Context: an optimization exercise on an open-source flow, tuned for small area. The choices shown serve that exercise and are no tape-out recipe. At most, simulation tests tie the RTL to the original design; equivalence was not proved.

## v6
// fir
module fir (
    input  wire       clk,
    input  wire       rst_n,
    input  wire [3:0] din,
    output wire [3:0] dout
);
make LEC_CHECK=0 CAP_MARGIN=20 CORE_MARGIN=2 CORE_UTILIZATION=40 CTS_BUF_LIST='sky130_fd_sc_hd__clkbuf_4 sky130_fd_sc_hd__clkbuf_8' GPL_TIMING_DRIVEN=0 SLEW_MARGIN=20 SYNTH_HIERARCHICAL=1 SYNTH_MINIMUM_KEEP_SIZE=0 finish   # period 10.0 ns
run.sh (not shown) runs the stock make flow with config.mk's settings and CLKGATE_MAP_FILE= SYNTH_SCRIPT=/design/flow/synth_recipe.tcl, a recipe that flattens the netlist after the stock synthesis.
Changes in v7 relative to v6:
# v6
export LEC_CHECK = 0
export CAP_MARGIN = 20
export CORE_MARGIN = 2
export CORE_UTILIZATION = 40
export CTS_BUF_LIST = sky130_fd_sc_hd__clkbuf_4 sky130_fd_sc_hd__clkbuf_8
export GPL_TIMING_DRIVEN = 0
export SLEW_MARGIN = 20
export SYNTH_HIERARCHICAL = 1
export SYNTH_MINIMUM_KEEP_SIZE = 0
create_clock -name core_clock -period 10.0 [get_ports {clk}]
# v7
export LEC_CHECK = 0
export CAP_MARGIN = 0
export CORE_MARGIN = 2
export CORE_UTILIZATION = 65
export CTS_BUF_LIST = sky130_fd_sc_hd__clkbuf_8
export GPL_TIMING_DRIVEN = 0
export SLEW_MARGIN = 0
export SYNTH_HIERARCHICAL = 1
export SYNTH_MINIMUM_KEEP_SIZE = 0
create_clock -name core_clock -period 10.0 [get_ports {clk}]
--- outcome ---
Relative to v6, clock-buffer cell count decreased by 3 in v7. On period utilization, v6 tracks v7 almost exactly. Delta(clock-pin transition on the worst setup and hold timing paths, v7 - v6) > 0. Compared with v6, v7 shows a higher worst-margin pin slew.
No functional check of the RTL was part of any run of this note.


05-28:
fir, a different RTL version from the one above (not shown whole).
Size in the first run: roughly 280 cells after synthesis, about 110 flip-flops, roughly 10 I/O pins, roughly 5800 µm² of cells after synthesis.
clock: 10.0 ns
lec_check: 0
cap_margin: 0
core_margin: 2
core_utilization: 72
gpl_timing_driven: 0
place_density: 0.85
slew_margin: 0
synth_hierarchical: 1
synth_minimum_keep_size: 0
standard.sh (not shown) runs the stock make flow with config.mk's settings and CLKGATE_MAP_FILE= SYNTH_SCRIPT=/design/flow/synth_recipe.tcl, a recipe that flattens the netlist after the stock synthesis.
==> flow/flow/run.sh <==
#!/bin/bash
# Own layout flow: the standard ORFS flow (standard.sh) with smaller port buffers
# and no CTS dummy loads. Everything else, including synthesis, is the standard flow.
set -euo pipefail
bash standard.sh \
  BUFFER_PORTS_ARGS="-buffer_cell sky130_fd_sc_hd__buf_1" \
  CTS_ARGS="-sink_clustering_enable -repair_clock_nets -buf_list sky130_fd_sc_hd__clkbuf_8 -dont_use_dummy_load" \
  finish > standard_flow.log 2>&1
05-28: full flow OK, the timing, design-rule and antenna checks passed
## Diff of input files: 07-14 against 05-28
- changing CORE_UTILIZATION from 72 to 65
- removing PLACE_DENSITY (formerly 0.85)
- setting CTS_BUF_LIST to sky130_fd_sc_hd__clkbuf_8 for the first time
==> flow/run.sh (new file) <==
#!/bin/bash
# synth_recipe.tcl (not shown) runs the flow's synth.tcl, then flattens the netlist and writes it again
# the make line also repeats each setting of config.mk as NAME=value (left out here)
make -C /OpenROAD-flow-scripts/flow DESIGN_CONFIG=/design/flow/config.mk WORK_HOME=/design/flow/orfs CLKGATE_MAP_FILE= SYNTH_SCRIPT=/design/flow/synth_recipe.tcl finish
removed: flow/flow/run.sh
removed: flow/standard.sh
--- outcome ---
The final reports for 07-14 and 05-28 show core utilization lower in the former.
Changes observed in 07-14 relative to 05-28: initial cell density of the core moved down, wire length of the first global-routing pass closely matched the old numbers, number of antenna violations at the first check in global routing shows no meaningful change, relative area change from synthesis to final layout shows an increase of 1.5 points.
Between 05-28 and 07-14, clock distribution area overhead in the final layout increased.
No run of this note included a check of the RTL's function; only the layout flow was run.


run 1:
fir again, from the RTL that the note above started with.
export LEC_CHECK = 0
export CAP_MARGIN = 0
export CORE_MARGIN = 2
export CORE_UTILIZATION = 65
export GPL_TIMING_DRIVEN = 0
export SLEW_MARGIN = 0
export SYNTH_HIERARCHICAL = 1
export SYNTH_MINIMUM_KEEP_SIZE = 0
create_clock -name core_clock -period 10.0 [get_ports {clk}]
==> flow/flow/run.sh <==
#!/bin/bash
# Own layout flow: the standard ORFS flow (standard.sh) with smaller port buffers
# and no CTS dummy loads. Everything else, including synthesis, is the standard flow.
set -euo pipefail
bash standard.sh \
  BUFFER_PORTS_ARGS="-buffer_cell sky130_fd_sc_hd__buf_1" \
  CTS_ARGS="-sink_clustering_enable -repair_clock_nets -buf_list sky130_fd_sc_hd__clkbuf_16 -sink_clustering_size 100 -sink_clustering_max_diameter 400 -dont_use_dummy_load" \
  finish > standard_flow.log 2>&1
Run 1: flow completed, timing, DRC and antenna clean
The inputs of run 2 differ from those of run 1 as listed below.
Settings: CORE_UTILIZATION now 80, was 65.
--- a/flow/flow/run.sh
+++ b/flow/flow/run.sh
@@ -6,3 +6,3 @@
   BUFFER_PORTS_ARGS="-buffer_cell sky130_fd_sc_hd__buf_1" \
-  CTS_ARGS="-sink_clustering_enable -repair_clock_nets -buf_list sky130_fd_sc_hd__clkbuf_16 -sink_clustering_size 100 -sink_clustering_max_diameter 400 -dont_use_dummy_load" \
+  CTS_ARGS="-sink_clustering_enable -repair_clock_nets -buf_list sky130_fd_sc_hd__clkbuf_8 -dont_use_dummy_load" \
   finish > standard_flow.log 2>&1
--- outcome ---
- Relative to run 1, the routed wire length of run 2 is higher by 1200 um.
- Comparing run 2 against run 1, there is no change at all in proportion of layout cells with a drive suffix above 1.
- Run 2 improves on run 1 in final area.
- Summary of run 2 over run 1: part of the cycle the worst path needs rose by 1.1 points, amount of wire on met2 after detailed routing moved up, final cell count shrank by about 2.2%.
## Diff of input files: run 3 against run 2
Settings: CORE_UTILIZATION: 80 -> 65.
==> run summary <==
- Summary — effective utilization at floorplan, run 3 relative to run 2: lower, by 14 points.
- Per the comparison of run 3 with run 2, hold slack shows no meaningful change, time the worst path needs with I/O delays and setup shows a reduction of 0.13 ns, worst setup margin shows an increase of 0.13 ns.
- Summary of run 3 over run 2: wire length of the first global-routing pass now sits lower, proportion of cell area occupied by registers now sits at about the same level.
### run 3 -> run 4
--- a/flow/flow/run.sh
+++ b/flow/flow/run.sh
@@ -6,3 +6,3 @@
   BUFFER_PORTS_ARGS="-buffer_cell sky130_fd_sc_hd__buf_1" \
-  CTS_ARGS="-sink_clustering_enable -repair_clock_nets -buf_list sky130_fd_sc_hd__clkbuf_8 -dont_use_dummy_load" \
+  CTS_ARGS="-repair_clock_nets -buf_list sky130_fd_sc_hd__clkbuf_16 -root_buf sky130_fd_sc_hd__clkbuf_16 -distance_between_buffers 500 -dont_use_dummy_load" \
   finish > standard_flow.log 2>&1
==> run summary <==
- Compared with run 3, in run 4 number of optimization iterations in the first detailed-route pass moved up; met1 capacity usage during global routing moved up; later-pin clock latency in the skew report moved down.
- Taking run 3 as the reference, in run 4 design area saw an increase, worst setup slack shows a reduction of 0.019 ns.
No functional check of the RTL was part of any run of this note.


P:
Another version of the RTL of fir (not shown whole).
Size: ~290 cells after synthesis, about 110 flip-flops, roughly 10 I/O pins.
clock: 10.0 ns
lec_check: 0
cap_margin: 0
core_margin: 2
core_utilization: 65
gpl_timing_driven: 0
slew_margin: 0
synth_hierarchical: 1
synth_minimum_keep_size: 0
==> flow/flow/run.sh <==
#!/bin/bash
# Own layout flow: the standard ORFS flow (standard.sh, including its synthesis) with
#  - the smallest buffer on the data ports (every port still gets its buffer),
#  - one buf_6 as the reset input buffer (set before repair_design, so no reset buffer tree),
#  - no CTS dummy loads.
# Each make step's full log stays under orfs/logs/; make's own output goes to standard_flow.log.
set -euo pipefail
bash standard.sh \
  BUFFER_PORTS_ARGS="-buffer_cell sky130_fd_sc_hd__buf_1" \
  PRE_RESIZE_TCL="$PWD/flow/pre_resize.tcl" \
  CTS_ARGS="-sink_clustering_enable -repair_clock_nets -buf_list sky130_fd_sc_hd__clkbuf_8 -sink_clustering_levels 1 -sink_clustering_size 20 -sink_clustering_buffer sky130_fd_sc_hd__clkbuf_8 -dont_use_dummy_load" \
  finish > standard_flow.log 2>&1
==> flow/flow/pre_resize.tcl <==
# Drive the reset net from its (strong) input buffer alone, instead of a weak
# input buffer followed by a tree of repair buffers.
set block [ord::get_db_block]
set master [[ord::get_db] findMaster sky130_fd_sc_hd__buf_6]
set net [$block findNet rst_n]
foreach iterm [$net getITerms] {
  set inst [$iterm getInst]
  if {[string match "sky130_fd_sc_hd__buf_*" [[$inst getMaster] getName]]} {
    puts "pre_resize: [$inst getName] -> sky130_fd_sc_hd__buf_6"
    $inst swapMaster $master
  }
}
No stage failed in P, and the final checks on the layout all came back clean.
For Q, these inputs were changed with respect to P:
diff --git a/flow/flow/run.sh b/flow/flow/run.sh
--- a/flow/flow/run.sh
+++ b/flow/flow/run.sh
@@ -10,3 +10,3 @@
   PRE_RESIZE_TCL="$PWD/flow/pre_resize.tcl" \
-  CTS_ARGS="-sink_clustering_enable -repair_clock_nets -buf_list sky130_fd_sc_hd__clkbuf_8 -sink_clustering_levels 1 -sink_clustering_size 20 -sink_clustering_buffer sky130_fd_sc_hd__clkbuf_8 -dont_use_dummy_load" \
+  CTS_ARGS="-sink_clustering_enable -repair_clock_nets -buf_list sky130_fd_sc_hd__clkbuf_4 -root_buf sky130_fd_sc_hd__clkbuf_8 -sink_clustering_size 10 -sink_clustering_max_diameter 30 -sink_clustering_buffer sky130_fd_sc_hd__clkbuf_4 -dont_use_dummy_load" \
   finish > standard_flow.log 2>&1
[summary]
- Q vs. P: via count normalized by instance count closely matched the old numbers; average cell area after synthesis comparable.
- Comparing P against Q, there is no change at all in post-detailed-placement cell area.
- Re proportion of synthesized chip area in sequential cells: no difference whatsoever between Q and P.
- [compare] base=P new=Q: instance count along the most critical hold path flat; setup TNS flat; weighted congestion at the end of routability-driven global placement flat.
- As far as area growth from synthesis to layout goes, P and Q are indistinguishable; the numbers are identical.
- Top-level port count came out exactly the same in Q and P.
--- input diff Q..R ---
- putting CTS_BUF_LIST at sky130_fd_sc_hd__clkbuf_8 where nothing was set
==> flow/run.sh (new file) <==
#!/bin/bash
# synth_recipe.tcl (not shown) runs the flow's synth.tcl, then flattens the netlist and writes it again
# the make line also repeats each setting of config.mk as NAME=value (left out here)
make -C /OpenROAD-flow-scripts/flow DESIGN_CONFIG=/design/flow/config.mk WORK_HOME=/design/flow/orfs CLKGATE_MAP_FILE= SYNTH_SCRIPT=/design/flow/synth_recipe.tcl finish
removed: flow/flow/run.sh
removed: flow/flow/pre_resize.tcl
removed: flow/standard.sh
Findings:
- R against Q: flop-to-flop setup slack lower; cell area higher.
- Routed wire length: R > Q
- Compare Q and R | layout cell share with drive strength beyond 1 higher: R
- The time the final worst path needs with I/O delays and setup number comes out lower for Q vs R.
- Between Q and R, the difference in share of synthesized cell area in and, or, nand and nor gates is negligible.

==> re-timing with driven ports <==
No port has a modelled driver above. Below, the same layouts with a new extraction and two added sets of constraints. Step 1 (the two cells are an assumption about what drives the block):
set clk [get_ports {clk}]
set_driving_cell -lib_cell sky130_fd_sc_hd__clkbuf_16 $clk
set_driving_cell -lib_cell sky130_fd_sc_hd__buf_2 [delete_from_list [all_inputs] $clk]
Step 2, shift: input delay + t, output delay - t, t = (earliest + latest rising clock arrival at the registers) / 2. This alone moves slack from input paths to output paths. Three values: ideal ports, drivers, drivers and shift; two values: the first two.
run | shift t [ns] | slack for setup (ns) | worst setup path at the end
v6 | 0.418 | 1.491 / 1.503 / 1.085 | input to register
v7 | 0.395 | 1.485 / 1.495 / 1.100 | input to register
05-28 | 0.385 | 1.480 / 1.480 / 1.389 | input to register
07-14 | 0.402 | 1.484 / 1.492 / 1.090 | input to register
run 1 | 0.367 | 1.570 / 1.570 / 1.445 | input to register
run 2 | 0.396 | 1.459 / 1.459 / 1.432 | input to register
run 3 | 0.382 | 1.589 / 1.589 / 1.484 | input to register
run 4 | 0.367 | 1.570 / 1.570 / 1.445 | input to register
P | 0.371 | 2.092 / 2.092 / 2.092 | register to register
Q | 0.371 | 2.092 / 2.092 / 2.092 | register to register
R | 0.409 | 2.044 / 2.044 / 1.965 | input to register
After both steps setup and hold are still met in every run listed. The setup slack of v6, which loses most, moves by +0.012 ns with the drivers and by -0.406 ns with both steps.
